Context: an optimization exercise on an open-source flow, tuned for small area. The choices shown serve that exercise and are no tape-out recipe.
Only the layout flow was run in this run; the RTL was not checked for function there.
No activity file was given, so power comes from the tool's default toggle rates.

==> flow/design.v <==
`default_nettype none
module Debounce_Switch (input i_Clk, input i_Rst, input i_Switch, output o_Switch);
  parameter c_DEBOUNCE_LIMIT = 500;
  reg [17:0] r_Count;
  reg r_State;
  always @(posedge i_Clk)
  begin
    if (i_Rst)
    begin
      r_State <= 1'b0;
      r_Count <= 0;
    end
    else if (i_Switch !== r_State && r_Count < c_DEBOUNCE_LIMIT)
      r_Count <= r_Count + 1;
    else if (r_Count == c_DEBOUNCE_LIMIT)
    begin
      r_State <= i_Switch;
      r_Count <= 0;
    end 
    else
      r_Count <= 0;
  end
  assign o_Switch = r_State;
endmodule
`default_nettype none
module Sync_To_Count 
 #(parameter TOTAL_COLS = 800,
   parameter TOTAL_ROWS = 525)
  (input            i_Clk,
   input            i_Rst,
   input            i_HSync,
   input            i_VSync, 
   output reg       o_HSync,
   output reg       o_VSync,
   output reg [9:0] o_Col_Count,
   output reg [9:0] o_Row_Count);
   wire w_Frame_Start;
  always @(posedge i_Clk)
  begin
    if (i_Rst)
    begin
      o_VSync <= 1'b0;
      o_HSync <= 1'b0;
    end
    else
    begin
      o_VSync <= i_VSync;
      o_HSync <= i_HSync;
    end
  end
  always @(posedge i_Clk)
  begin
    if (i_Rst || w_Frame_Start == 1'b1)
    begin
      o_Col_Count <= 0;
      o_Row_Count <= 0;
    end
    else
    begin
      if (o_Col_Count == TOTAL_COLS-1)
      begin
        if (o_Row_Count == TOTAL_ROWS-1)
        begin
          o_Row_Count <= 0;
        end
        else
        begin
          o_Row_Count <= o_Row_Count + 1;
        end
        o_Col_Count <= 0;
      end
      else
      begin
        o_Col_Count <= o_Col_Count + 1;
      end
    end
  end
  assign w_Frame_Start = (~o_VSync & i_VSync);
endmodule
`default_nettype none
module VGA_Sync_Pulses 
 #(parameter TOTAL_COLS  = 800, 
   parameter TOTAL_ROWS  = 525,
   parameter ACTIVE_COLS = 640, 
   parameter ACTIVE_ROWS = 480)
  (input            i_Clk,
   input            i_Rst,
   output           o_HSync,
   output           o_VSync,
   output reg [9:0] o_Col_Count,
   output reg [9:0] o_Row_Count
  );  
  always @(posedge i_Clk)
  begin
    if (i_Rst)
    begin
      o_Col_Count <= 0;
      o_Row_Count <= 0;
    end
    else if (o_Col_Count == TOTAL_COLS-1)
    begin
      o_Col_Count <= 0;
      if (o_Row_Count == TOTAL_ROWS-1)
        o_Row_Count <= 0;
      else
        o_Row_Count <= o_Row_Count + 1;
    end
    else
      o_Col_Count <= o_Col_Count + 1;
  end
  assign o_HSync = o_Col_Count < ACTIVE_COLS ? 1'b1 : 1'b0;
  assign o_VSync = o_Row_Count < ACTIVE_ROWS ? 1'b1 : 1'b0;
endmodule
`default_nettype none
module VGA_Sync_Porch #(parameter VIDEO_WIDTH = 3,   
                        parameter TOTAL_COLS  = 3,   
                        parameter TOTAL_ROWS  = 3,   
                        parameter ACTIVE_COLS = 2,
                        parameter ACTIVE_ROWS = 2)
  (input i_Clk,
   input i_Rst,
   input i_HSync,
   input i_VSync,
   input [VIDEO_WIDTH-1:0] i_Red_Video,
   input [VIDEO_WIDTH-1:0] i_Grn_Video,
   input [VIDEO_WIDTH-1:0] i_Blu_Video,
   output reg o_HSync,
   output reg o_VSync,
   output reg [VIDEO_WIDTH-1:0] o_Red_Video,
   output reg [VIDEO_WIDTH-1:0] o_Grn_Video,
   output reg [VIDEO_WIDTH-1:0] o_Blu_Video
   );
  parameter c_FRONT_PORCH_HORZ = 18;
  parameter c_BACK_PORCH_HORZ  = 50;
  parameter c_FRONT_PORCH_VERT = 10;
  parameter c_BACK_PORCH_VERT  = 33;
  wire w_HSync;
  wire w_VSync;
  wire [9:0] w_Col_Count;
  wire [9:0] w_Row_Count;
  reg [VIDEO_WIDTH-1:0] r_Red_Video;
  reg [VIDEO_WIDTH-1:0] r_Grn_Video;
  reg [VIDEO_WIDTH-1:0] r_Blu_Video;
  Sync_To_Count #(.TOTAL_COLS(TOTAL_COLS),
                  .TOTAL_ROWS(TOTAL_ROWS)) UUT 
  (.i_Clk      (i_Clk),
   .i_Rst      (i_Rst),
   .i_HSync    (i_HSync),
   .i_VSync    (i_VSync),
   .o_HSync    (w_HSync),
   .o_VSync    (w_VSync),
   .o_Col_Count(w_Col_Count),
   .o_Row_Count(w_Row_Count)
  );
  always @(posedge i_Clk)
  begin
    if (i_Rst)
    begin
      o_HSync <= 1'b0;
      o_VSync <= 1'b0;
    end
    else
    begin
    if ((w_Col_Count < c_FRONT_PORCH_HORZ + ACTIVE_COLS) || 
        (w_Col_Count > TOTAL_COLS - c_BACK_PORCH_HORZ - 1))
      o_HSync <= 1'b1;
    else
      o_HSync <= w_HSync;
    if ((w_Row_Count < c_FRONT_PORCH_VERT + ACTIVE_ROWS) ||
        (w_Row_Count > TOTAL_ROWS - c_BACK_PORCH_VERT - 1))
      o_VSync <= 1'b1;
    else
      o_VSync <= w_VSync;
    end
  end
  always @(posedge i_Clk)
  begin
    if (i_Rst)
    begin
      r_Red_Video <= 0;
      r_Grn_Video <= 0;
      r_Blu_Video <= 0;
      o_Red_Video <= 0;
      o_Grn_Video <= 0;
      o_Blu_Video <= 0;
    end
    else
    begin
    r_Red_Video <= i_Red_Video;
    r_Grn_Video <= i_Grn_Video;
    r_Blu_Video <= i_Blu_Video;
    o_Red_Video <= r_Red_Video;
    o_Grn_Video <= r_Grn_Video;
    o_Blu_Video <= r_Blu_Video;
    end
  end
endmodule
`default_nettype none
module Pong_Paddle_Ctrl
  #(parameter c_PLAYER_PADDLE_X=0,
    parameter c_PADDLE_HEIGHT=6,
    parameter c_GAME_HEIGHT=30)
  (input            i_Clk,
   input            i_Rst,
   input [5:0]      i_Col_Count_Div,
   input [5:0]      i_Row_Count_Div,
   input            i_Paddle_Up,
   input            i_Paddle_Dn,
   output reg       o_Draw_Paddle,
   output reg [5:0] o_Paddle_Y);
  parameter c_PADDLE_SPEED = 2500;
  reg [31:0] r_Paddle_Count;
  wire w_Paddle_Count_En;
  assign w_Paddle_Count_En = i_Paddle_Up ^ i_Paddle_Dn;
  always @(posedge i_Clk)
  begin
    if (i_Rst)
    begin
      r_Paddle_Count <= 0;
      o_Paddle_Y     <= 0;
    end
    else
    begin
    if (w_Paddle_Count_En == 1'b1)
    begin
      if (r_Paddle_Count == c_PADDLE_SPEED)
        r_Paddle_Count <= 0;
      else
        r_Paddle_Count <= r_Paddle_Count + 1;
    end
    if (i_Paddle_Up == 1'b1 && r_Paddle_Count == c_PADDLE_SPEED &&
        o_Paddle_Y !== 0)
      o_Paddle_Y <= o_Paddle_Y - 1;
    else if (i_Paddle_Dn == 1'b1 && r_Paddle_Count == c_PADDLE_SPEED &&
             o_Paddle_Y !== c_GAME_HEIGHT-c_PADDLE_HEIGHT-1)
      o_Paddle_Y <= o_Paddle_Y + 1;
    end
  end
  always @(posedge i_Clk)
  begin
    if (i_Rst)
      o_Draw_Paddle <= 1'b0;
    else if (i_Col_Count_Div == c_PLAYER_PADDLE_X &&
        i_Row_Count_Div >= o_Paddle_Y &&
        i_Row_Count_Div <= o_Paddle_Y + c_PADDLE_HEIGHT)
      o_Draw_Paddle <= 1'b1;
    else
      o_Draw_Paddle <= 1'b0;
  end
endmodule  
`default_nettype none
module Pong_Ball_Ctrl 
  #(parameter c_GAME_WIDTH=40, 
    parameter c_GAME_HEIGHT=30) 
  (input            i_Clk,
   input            i_Rst,
   input            i_Game_Active,
   input [5:0]      i_Col_Count_Div,
   input [5:0]      i_Row_Count_Div,
   output reg       o_Draw_Ball,
   output reg [5:0] o_Ball_X,
   output reg [5:0] o_Ball_Y);
  parameter c_BALL_SPEED = 2500;
  reg [5:0]  r_Ball_X_Prev;
  reg [5:0]  r_Ball_Y_Prev;
  reg [31:0] r_Ball_Count;
  always @(posedge i_Clk)
  begin
    if (i_Rst)
    begin
      o_Ball_X      <= 0;
      o_Ball_Y      <= 0;
      r_Ball_X_Prev <= 0;
      r_Ball_Y_Prev <= 0;
      r_Ball_Count  <= 0;
    end
    else if (i_Game_Active == 1'b0)
    begin
      o_Ball_X      <= c_GAME_WIDTH/2;
      o_Ball_Y      <= c_GAME_HEIGHT/2;
      r_Ball_X_Prev <= c_GAME_WIDTH/2 + 1;
      r_Ball_Y_Prev <= c_GAME_HEIGHT/2 - 1;
    end
    else
    begin
      if (r_Ball_Count < c_BALL_SPEED)
        r_Ball_Count <= r_Ball_Count + 1;
      else
      begin
        r_Ball_Count <= 0;
        r_Ball_X_Prev <= o_Ball_X;
        r_Ball_Y_Prev <= o_Ball_Y;
        if ((r_Ball_X_Prev < o_Ball_X && o_Ball_X == c_GAME_WIDTH-1) ||
            (r_Ball_X_Prev > o_Ball_X && o_Ball_X != 0))
          o_Ball_X <= o_Ball_X - 1;
        else
          o_Ball_X <= o_Ball_X + 1;
        if ((r_Ball_Y_Prev < o_Ball_Y && o_Ball_Y == c_GAME_HEIGHT-1) ||
            (r_Ball_Y_Prev > o_Ball_Y && o_Ball_Y != 0))
          o_Ball_Y <= o_Ball_Y - 1;
        else
          o_Ball_Y <= o_Ball_Y + 1;
      end
    end
  end  
  always @(posedge i_Clk)
  begin
    if (i_Rst)
      o_Draw_Ball <= 1'b0;
    else if (i_Col_Count_Div == o_Ball_X && i_Row_Count_Div == o_Ball_Y)
      o_Draw_Ball <= 1'b1;
    else
      o_Draw_Ball <= 1'b0;
  end
endmodule  
module Pong_Top
  #(parameter c_TOTAL_COLS=800,
    parameter c_TOTAL_ROWS=525,
    parameter c_ACTIVE_COLS=640,
    parameter c_ACTIVE_ROWS=480)
  (input            i_Clk,
   input            i_Rst,
   input            i_HSync,
   input            i_VSync,
   input            i_Game_Start,
   input            i_Paddle_Up_P1,
   input            i_Paddle_Dn_P1,
   input            i_Paddle_Up_P2,
   input            i_Paddle_Dn_P2,
   output reg       o_HSync,
   output reg       o_VSync,
   output [3:0] o_Red_Video,
   output [3:0] o_Grn_Video,
   output [3:0] o_Blu_Video);
  parameter c_GAME_WIDTH  = 40;
  parameter c_GAME_HEIGHT = 30;
  parameter c_SCORE_LIMIT = 9;
  parameter c_PADDLE_HEIGHT = 6;
  parameter c_PADDLE_COL_P1 = 0;   
  parameter c_PADDLE_COL_P2 = c_GAME_WIDTH-1;  
  parameter IDLE    = 3'b000;
  parameter RUNNING = 3'b001;
  parameter P1_WINS = 3'b010;
  parameter P2_WINS = 3'b011;
  parameter CLEANUP = 3'b100;
  reg [2:0] r_SM_Main;
  wire       w_HSync, w_VSync;
  wire [9:0] w_Col_Count, w_Row_Count;
  wire       w_Draw_Paddle_P1, w_Draw_Paddle_P2;
  wire [5:0] w_Paddle_Y_P1, w_Paddle_Y_P2;
  wire       w_Draw_Ball, w_Draw_Any;
  wire       w_Game_Active;
  wire [5:0] w_Ball_X, w_Ball_Y;
  reg [3:0] r_P1_Score;
  reg [3:0] r_P2_Score;
  wire [5:0] w_Col_Count_Div, w_Row_Count_Div;
  Sync_To_Count #(.TOTAL_COLS(c_TOTAL_COLS),
                  .TOTAL_ROWS(c_TOTAL_ROWS)) Sync_To_Count_Inst
    (.i_Clk(i_Clk),
     .i_Rst(i_Rst),
     .i_HSync(i_HSync),
     .i_VSync(i_VSync),
     .o_HSync(w_HSync),
     .o_VSync(w_VSync),
     .o_Col_Count(w_Col_Count),
     .o_Row_Count(w_Row_Count));
  always @(posedge i_Clk)
  begin
    if (i_Rst)
    begin
      o_HSync <= 1'b0;
      o_VSync <= 1'b0;
    end
    else
    begin
      o_HSync <= w_HSync;
      o_VSync <= w_VSync;
    end
  end
  assign w_Col_Count_Div = w_Col_Count[9:4];
  assign w_Row_Count_Div = w_Row_Count[9:4];
  Pong_Paddle_Ctrl #(.c_PLAYER_PADDLE_X(c_PADDLE_COL_P1),
                     .c_GAME_HEIGHT(c_GAME_HEIGHT)) P1_Inst
    (.i_Clk(i_Clk),
     .i_Rst(i_Rst),
     .i_Col_Count_Div(w_Col_Count_Div),
     .i_Row_Count_Div(w_Row_Count_Div),
     .i_Paddle_Up(i_Paddle_Up_P1),
     .i_Paddle_Dn(i_Paddle_Dn_P1),
     .o_Draw_Paddle(w_Draw_Paddle_P1),
     .o_Paddle_Y(w_Paddle_Y_P1));
  Pong_Paddle_Ctrl #(.c_PLAYER_PADDLE_X(c_PADDLE_COL_P2),
                     .c_GAME_HEIGHT(c_GAME_HEIGHT)) P2_Inst
    (.i_Clk(i_Clk),
     .i_Rst(i_Rst),
     .i_Col_Count_Div(w_Col_Count_Div),
     .i_Row_Count_Div(w_Row_Count_Div),
     .i_Paddle_Up(i_Paddle_Up_P2),
     .i_Paddle_Dn(i_Paddle_Dn_P2),
     .o_Draw_Paddle(w_Draw_Paddle_P2),
     .o_Paddle_Y(w_Paddle_Y_P2));
  Pong_Ball_Ctrl Pong_Ball_Ctrl_Inst
    (.i_Clk(i_Clk),
     .i_Rst(i_Rst),
     .i_Game_Active(w_Game_Active),
     .i_Col_Count_Div(w_Col_Count_Div),
     .i_Row_Count_Div(w_Row_Count_Div),
     .o_Draw_Ball(w_Draw_Ball),
     .o_Ball_X(w_Ball_X),
     .o_Ball_Y(w_Ball_Y));
  always @(posedge i_Clk)
  begin
    if (i_Rst)
    begin
      r_SM_Main  <= IDLE;
      r_P1_Score <= 0;
      r_P2_Score <= 0;
    end
    else
    case (r_SM_Main)
    IDLE :
    begin
      if (i_Game_Start == 1'b1)
        r_SM_Main <= RUNNING;
    end
    RUNNING :
    begin
      if (w_Ball_X == 0 && 
          (w_Ball_Y < w_Paddle_Y_P1 || 
           w_Ball_Y > w_Paddle_Y_P1 + c_PADDLE_HEIGHT))
        r_SM_Main <= P2_WINS;
      else if (w_Ball_X == c_GAME_WIDTH-1 && 
               (w_Ball_Y < w_Paddle_Y_P2 ||
                w_Ball_Y > w_Paddle_Y_P2  + c_PADDLE_HEIGHT))
        r_SM_Main <= P1_WINS;
    end
    P1_WINS :
    begin
      if (r_P1_Score == c_SCORE_LIMIT-1)
        r_P1_Score <= 0;
      else
      begin
        r_P1_Score <= r_P1_Score + 1;
        r_SM_Main <= CLEANUP;
      end
    end
    P2_WINS :
    begin
      if (r_P2_Score == c_SCORE_LIMIT-1)
        r_P2_Score <= 0;
      else
      begin
        r_P2_Score <= r_P2_Score + 1;
        r_SM_Main <= CLEANUP;
      end
    end
    CLEANUP :
      r_SM_Main <= IDLE;
    endcase
  end
  assign w_Game_Active = (r_SM_Main == RUNNING) ? 1'b1 : 1'b0;
  assign w_Draw_Any = w_Draw_Ball | w_Draw_Paddle_P1 | w_Draw_Paddle_P2;
  assign o_Red_Video = w_Draw_Any ? 4'b1111 : 4'b0000;
  assign o_Grn_Video = w_Draw_Any ? 4'b1111 : 4'b0000;
  assign o_Blu_Video = w_Draw_Any ? 4'b1111 : 4'b0000;
endmodule  
module Project10_Pong_Top
  (input  i_Clk,        
   input  i_Rst,        
   input  i_Switch_1,
   input  i_Switch_2,
   input  i_Switch_3,
   input  i_Switch_4,
   output o_VGA_HSync,
   output o_VGA_VSync,
   output o_VGA_Red_0,
   output o_VGA_Red_1,
   output o_VGA_Red_2,
   output o_VGA_Grn_0,
   output o_VGA_Grn_1,
   output o_VGA_Grn_2,
   output o_VGA_Blu_0,
   output o_VGA_Blu_1,
   output o_VGA_Blu_2   
   );
  parameter c_VIDEO_WIDTH = 3;
  parameter c_TOTAL_COLS  = 800;
  parameter c_TOTAL_ROWS  = 525;
  parameter c_ACTIVE_COLS = 640;
  parameter c_ACTIVE_ROWS = 480;
  wire w_HSync_VGA, w_VSync_VGA;
  wire w_HSync_Pong, w_VSync_Pong;
  wire w_Switch_1, w_Switch_2, w_Switch_3, w_Switch_4;
  wire w_RX_DV;
  assign w_RX_DV = 1;  
  wire [c_VIDEO_WIDTH-1:0] w_Red_Video_Pong, w_Red_Video_Porch;
  wire [c_VIDEO_WIDTH-1:0] w_Grn_Video_Pong, w_Grn_Video_Porch;
  wire [c_VIDEO_WIDTH-1:0] w_Blu_Video_Pong, w_Blu_Video_Porch;
  VGA_Sync_Pulses #(.TOTAL_COLS(c_TOTAL_COLS),
                    .TOTAL_ROWS(c_TOTAL_ROWS),
                    .ACTIVE_COLS(c_ACTIVE_COLS),
                    .ACTIVE_ROWS(c_ACTIVE_ROWS)) VGA_Sync_Pulses_Inst 
  (.i_Clk(i_Clk),
   .i_Rst(i_Rst),
   .o_HSync(w_HSync_VGA),
   .o_VSync(w_VSync_VGA),
   .o_Col_Count(),
   .o_Row_Count()
  );
  Debounce_Switch Switch_1
    (.i_Clk(i_Clk),
   .i_Rst(i_Rst),
     .i_Switch(i_Switch_1),
     .o_Switch(w_Switch_1));
  Debounce_Switch Switch_2
    (.i_Clk(i_Clk),
   .i_Rst(i_Rst),
     .i_Switch(i_Switch_2),
     .o_Switch(w_Switch_2));
  Debounce_Switch Switch_3
    (.i_Clk(i_Clk),
   .i_Rst(i_Rst),
     .i_Switch(i_Switch_3),
     .o_Switch(w_Switch_3));
  Debounce_Switch Switch_4
    (.i_Clk(i_Clk),
   .i_Rst(i_Rst),
     .i_Switch(i_Switch_4),
     .o_Switch(w_Switch_4));
  Pong_Top #(.c_TOTAL_COLS(c_TOTAL_COLS),
             .c_TOTAL_ROWS(c_TOTAL_ROWS),
             .c_ACTIVE_COLS(c_ACTIVE_COLS),
             .c_ACTIVE_ROWS(c_ACTIVE_ROWS)) Pong_Inst
  (.i_Clk(i_Clk),
   .i_Rst(i_Rst),
   .i_HSync(w_HSync_VGA),
   .i_VSync(w_VSync_VGA),
   .i_Game_Start(w_RX_DV),
   .i_Paddle_Up_P1(w_Switch_1),
   .i_Paddle_Dn_P1(w_Switch_2),
   .i_Paddle_Up_P2(w_Switch_3),
   .i_Paddle_Dn_P2(w_Switch_4),
   .o_HSync(w_HSync_Pong),
   .o_VSync(w_VSync_Pong),
   .o_Red_Video(w_Red_Video_Pong),
   .o_Grn_Video(w_Grn_Video_Pong),
   .o_Blu_Video(w_Blu_Video_Pong));
  VGA_Sync_Porch  #(.VIDEO_WIDTH(c_VIDEO_WIDTH),
                    .TOTAL_COLS(c_TOTAL_COLS),
                    .TOTAL_ROWS(c_TOTAL_ROWS),
                    .ACTIVE_COLS(c_ACTIVE_COLS),
                    .ACTIVE_ROWS(c_ACTIVE_ROWS))
  VGA_Sync_Porch_Inst
   (.i_Clk(i_Clk),
   .i_Rst(i_Rst),
    .i_HSync(w_HSync_Pong),
    .i_VSync(w_VSync_Pong),
    .i_Red_Video(w_Red_Video_Pong),
    .i_Grn_Video(w_Grn_Video_Pong),
    .i_Blu_Video(w_Blu_Video_Pong),
    .o_HSync(o_VGA_HSync),
    .o_VSync(o_VGA_VSync),
    .o_Red_Video(w_Red_Video_Porch),
    .o_Grn_Video(w_Grn_Video_Porch),
    .o_Blu_Video(w_Blu_Video_Porch));
  assign o_VGA_Red_0 = w_Red_Video_Porch[0];
  assign o_VGA_Red_1 = w_Red_Video_Porch[1];
  assign o_VGA_Red_2 = w_Red_Video_Porch[2];
  assign o_VGA_Grn_0 = w_Grn_Video_Porch[0];
  assign o_VGA_Grn_1 = w_Grn_Video_Porch[1];
  assign o_VGA_Grn_2 = w_Grn_Video_Porch[2];
  assign o_VGA_Blu_0 = w_Blu_Video_Porch[0];
  assign o_VGA_Blu_1 = w_Blu_Video_Porch[1];
  assign o_VGA_Blu_2 = w_Blu_Video_Porch[2];
endmodule
==> flow/run.sh <==
#!/bin/bash
# synth_recipe.tcl (not shown) runs the flow's synth.tcl, then flattens the netlist and writes it again
# the make line also repeats each setting of config.mk as NAME=value (left out here)
make -C /OpenROAD-flow-scripts/flow DESIGN_CONFIG=/design/flow/config.mk WORK_HOME=/design/flow/orfs CLKGATE_MAP_FILE= SYNTH_SCRIPT=/design/flow/synth_recipe.tcl finish
==> flow/config.mk <==
export PLATFORM = sky130hd
export DESIGN_NAME = Project10_Pong_Top
export DESIGN_NICKNAME = Project10_Pong_Top
export VERILOG_FILES = /design/flow/design.v
export SDC_FILE = /design/flow/constraint.sdc
export NUM_CORES = 4
export LEC_CHECK = 0
export CAP_MARGIN = 20
export CORE_MARGIN = 2
export CORE_UTILIZATION = 40
export SLEW_MARGIN = 20
==> flow/constraint.sdc <==
create_clock -name core_clock -period 10.0 [get_ports {i_Clk}]
set_input_delay 2.0000 -clock core_clock [delete_from_list [all_inputs] [get_ports {i_Clk}]]
set_output_delay 2.0000 -clock core_clock [all_outputs]
set_load 0.01 [all_outputs]
==> results.toml <==
[grt]
first_global_vias = 10300
grt_pass1_wl_mm = 47.3
grt.total_usage_pct = 14.8
gr-total-overflow = 0
antenna_found_initial = 0
grt_start_max_net_pins = 42

[final_layout]
final_cells = 2148
area_growth_pct = 12.0
seqCellArea_um2 = 5850
multi_input_area_um2 = 8080
finalNetCount = 1776
final_layout_size_suffix_gt1_share_pct = 5.51
antenna_cells = 0
postLayoutCoreUtil_pct = 45.2
fill_cells = 3453
final_cell_area_um2 = 16000

[timing]
period_share_pct = 37.3
hold_viol = 0
clock_skew_ns = 0.00991
fin_tns_setup_ns = 0
fin_ws_ns = 6.27
fmax_mhz = 268
tightest_slew_ns = 1.03
finalMaxSlewViolations = 0
slew_headroom_pct = 31.3
rsz0062_at_grt = "no"
setup_violations = 0
min_period_ns = 3.73

[yosys]
dominantRegCellSynth = "dfxtp_1"
async_flop_share_pct = 0
ys_ff_latch = 292
synth_edf_count = 0
synth_area_um2 = 14300
synth_cells = 1625
ys_types = 71
yosys_warnings = 11
ys_seq_area_share_pct = 40.9
syn_area_per_cell_um2 = 8.80

[clocking]
cts.root.buffer_cell = "clkbuf_16"
clock_path_buffers = 3
cts_resized = 0
cts.sink_count = 292
cts_tree = "done"
cts.clk_slew.worst_paths_ns = 0.06
cts.htree.levels = 2
clk_latency_ns = 0.50
cts_setup_buffers = 0
cts_buffers = 34
cts_hold_buffers = 0

[placed_design]
numPortBuffers = 16
gp_congestion = 0.783
place_ws_ns = 5.67
dp.cells = 2089
dp_hpwl_mm = 18.5
place_area_um2 = 14900

[power_and_ir_drop]
seqPwrFrac_pct = 47.8
netSwitchingPower_uw = 572
p_int_mw = 1.95
power.leakage_nw = 5.94
p_comb_share_pct = 6.0
switching_share_pct = 22.7
max-vdd-ir-drop_uv = 141
powerDensity_nw_per_um2 = 157
p_clk_share_pct = 46.2

[drt]
num_vias = 10900
remaining_drc_errors = 0
firstDrtPassIters = 5
viasPerCell = 5.07
drtAntennaViolNets = 0
drt_iter0_drc = 501
wl_mm = 27.0
routedWlPerCell_um = 12.6

[worst_setup_path]
cp-start-kind = "input pin"
crit_path_max_fanout = 41
cp.arrival_ns = 4.07
critPathKind = "input pin to flop"
end_kind = "flop"
required_ns = 10.34

[die]
initial_core_util_pct = 40.4
ioPinCount = 17
placementRows = 69
die_w_um = 193
core_area_um2 = 35400
dieArea_um2 = 37300
fp.dieH_um = 193

[worst_hold_path]
hp-class = "flop to flop"

[outcome]
status = "complete, no violations"

[job]
cap_violations = 0
==> layout by cell type, fill, tap and decap left out, drive strengths merged, types with 7 or more instances in the layout <==
cell type / instances
xor2: 87
a21o: 23
a21oi: 75
and2: 7
nand3: 73
conb: 36
nor2b: 16
nand2: 102
and3: 33
or4: 8
a211oi: 12
and4: 13
nor2: 255
nor3: 44
o21a: 9
nor4: 33
xnor2: 86
dfxtp: 292
o21ai: 48
clkinv: 9
inv: 74
nand4: 51
clkbuf: 47
or2: 7
o31ai: 12
clkdlybuf4s50: 15
or3: 20
nand2b: 7
ha: 101
o211ai: 7
mux2i: 14
==> per-stage QoR <==
step                total power [mW]  hold WS (ns)
finish                          2.52         0.436
global route                    2.64         0.463
CTS                             2.56         0.443
detailed placement              1.38         0.430
global placement                1.38         0.424
floorplan                       1.34         0.413
==> cell type report <==
type | instances | share of cell area [%]
Timing Repair Buffer | 20 | 1.14
Tap cell | 461 | 3.60
Inverter | 74 | 1.73
Clock inverter | 12 | 0.563
Multi-Input combinational cell | 1243 | 50.5
Sequential cell | 292 | 36.5
Clock buffer | 46 | 5.99
==> routing by layer <==
| metal | GRT usage, % | up-vias | share of wire, % |
|---|---|---|---|
| met5 | 0 | - | 0 |
| met1 | 19.6 | 5062 | 49 |
| met3 | 2.35 | 36 | 2.9 |
| met4 | 3.50 | 0 | 1.5 |
| met2 | 25.3 | 97 | 46 |
| li1 | - | 5691 | - |
==> sequential cells by signal, indices dropped and copies added (netlist names), 10 cells and up <==
register and flops:
VGA_Sync_Pulses_Inst.o_Col_Count 10, Pong_Inst.P2_Inst.r_Paddle_Count 32, Switch_1.r_Count 18, Switch_2.r_Count 18
VGA_Sync_Porch_Inst.UUT.o_Col_Count 10, Pong_Inst.Sync_To_Count_Inst.o_Col_Count 10, Pong_Inst.P1_Inst.r_Paddle_Count 32, VGA_Sync_Pulses_Inst.o_Row_Count 10
VGA_Sync_Porch_Inst.UUT.o_Row_Count 10, Pong_Inst.Sync_To_Count_Inst.o_Row_Count 10, Switch_4.r_Count 18, Switch_3.r_Count 18
Pong_Inst.Pong_Ball_Ctrl_Inst.r_Ball_Count 32
==> critical path: stages <==
cell,delay [ns]
buf_2,0.59
buf_4,0.50
a21o_1,0.80
nor3_1,0.13
==> power by group through the flow <==
stage | logic [mW] | registers, mW | clock network (mW)
2_1_floorplan | 0.122 | 1.22 | 0
3_3_place_gp | 0.147 | 1.23 | 0
3_5_place_dp | 0.150 | 1.23 | 0
4_1_cts | 0.152 | 1.21 | 1.20
5_1_grt | 0.175 | 1.21 | 1.25
6_report | 0.151 | 1.21 | 1.16
==> cells in the mapped netlist (26+ instances only) <==
cell / count / share of area [%]
a21oi_1: 75 / 2.6
and3_1: 33 / 1.4
clkbuf_1: 26 / 0.68
dfxtp_1: 292 / 41
ha_1: 101 / 8.8
inv_1: 74 / 1.9
nand2_1: 102 / 2.7
nand3_1: 70 / 2.5
nand4_1: 49 / 2.1
nor2_1: 253 / 6.6
nor3_1: 34 / 1.2
nor4_1: 31 / 1.4
o21ai_0: 48 / 1.7
xnor2_1: 86 / 5.3
xor2_1: 85 / 5.2
==> worst paths after layout <==
path,startpoint,endpoint,slack (ns),depth (start not counted)
worst min-delay path,Pong_Inst.o_HSync$_SDFF_PP0_,VGA_Sync_Porch_Inst.UUT.o_HSync$_SDFF_PP0_,0.44,1
worst max register to register,Pong_Inst.Pong_Ball_Ctrl_Inst.o_Ball_Y[4]$_SDFFE_PP0N_,Pong_Inst.Pong_Ball_Ctrl_Inst.o_Ball_Y[5]$_SDFFE_PP0N_,6.29,14
worst min register to register,Pong_Inst.o_HSync$_SDFF_PP0_,VGA_Sync_Porch_Inst.UUT.o_HSync$_SDFF_PP0_,0.44,1
worst max-delay path,i_Rst,Pong_Inst.P1_Inst.r_Paddle_Count[0]$_SDFFE_PP0P_,6.27,4
==> cell families after synthesis <==
logic type | count (synthesis) | synth area share [%]
xor gates and xnor gates | 173 | 10.7
DFF | 292 | 40.9
adders and majority gates | 106 | 9.47
other | 1 | 0.0262
muxes | 15 | 1.06
buffers and inverters | 125 | 3.59
AOI/OAI and AO/OA | 222 | 9.83
and+or+nand+nor | 691 | 24.4

==> afterwards: timing with drivers on the ports <==
How much do the figures lean on ideal ports? The routed layout below was timed once more, with nothing changed but the port constraints. Step 1 assumes that a clkbuf_16 drives the clock port and a buf_2 every other input. Step 2 moves the port delays by t, midway between the first and last clock arrival at a register: inputs arrive t later, outputs are due t later. That takes back most of the time a late clock gives input paths. Slacks: ideal / step 1 / step 2; pairs: ideal / step 1.
shift t [ns]: 0.548
slack for setup (ns): 6.266 / 6.294 / 5.747
hold WS [ns]: 0.436 / 0.436 / 0.436
worst register clock-pin slew, ns: 0.06 / 0.06
pins driven straight from the clock port: 1
After both steps setup and hold are still met in this run. For this run, drivers alone change the setup slack by +0.028 ns; drivers and shift together by -0.519 ns.
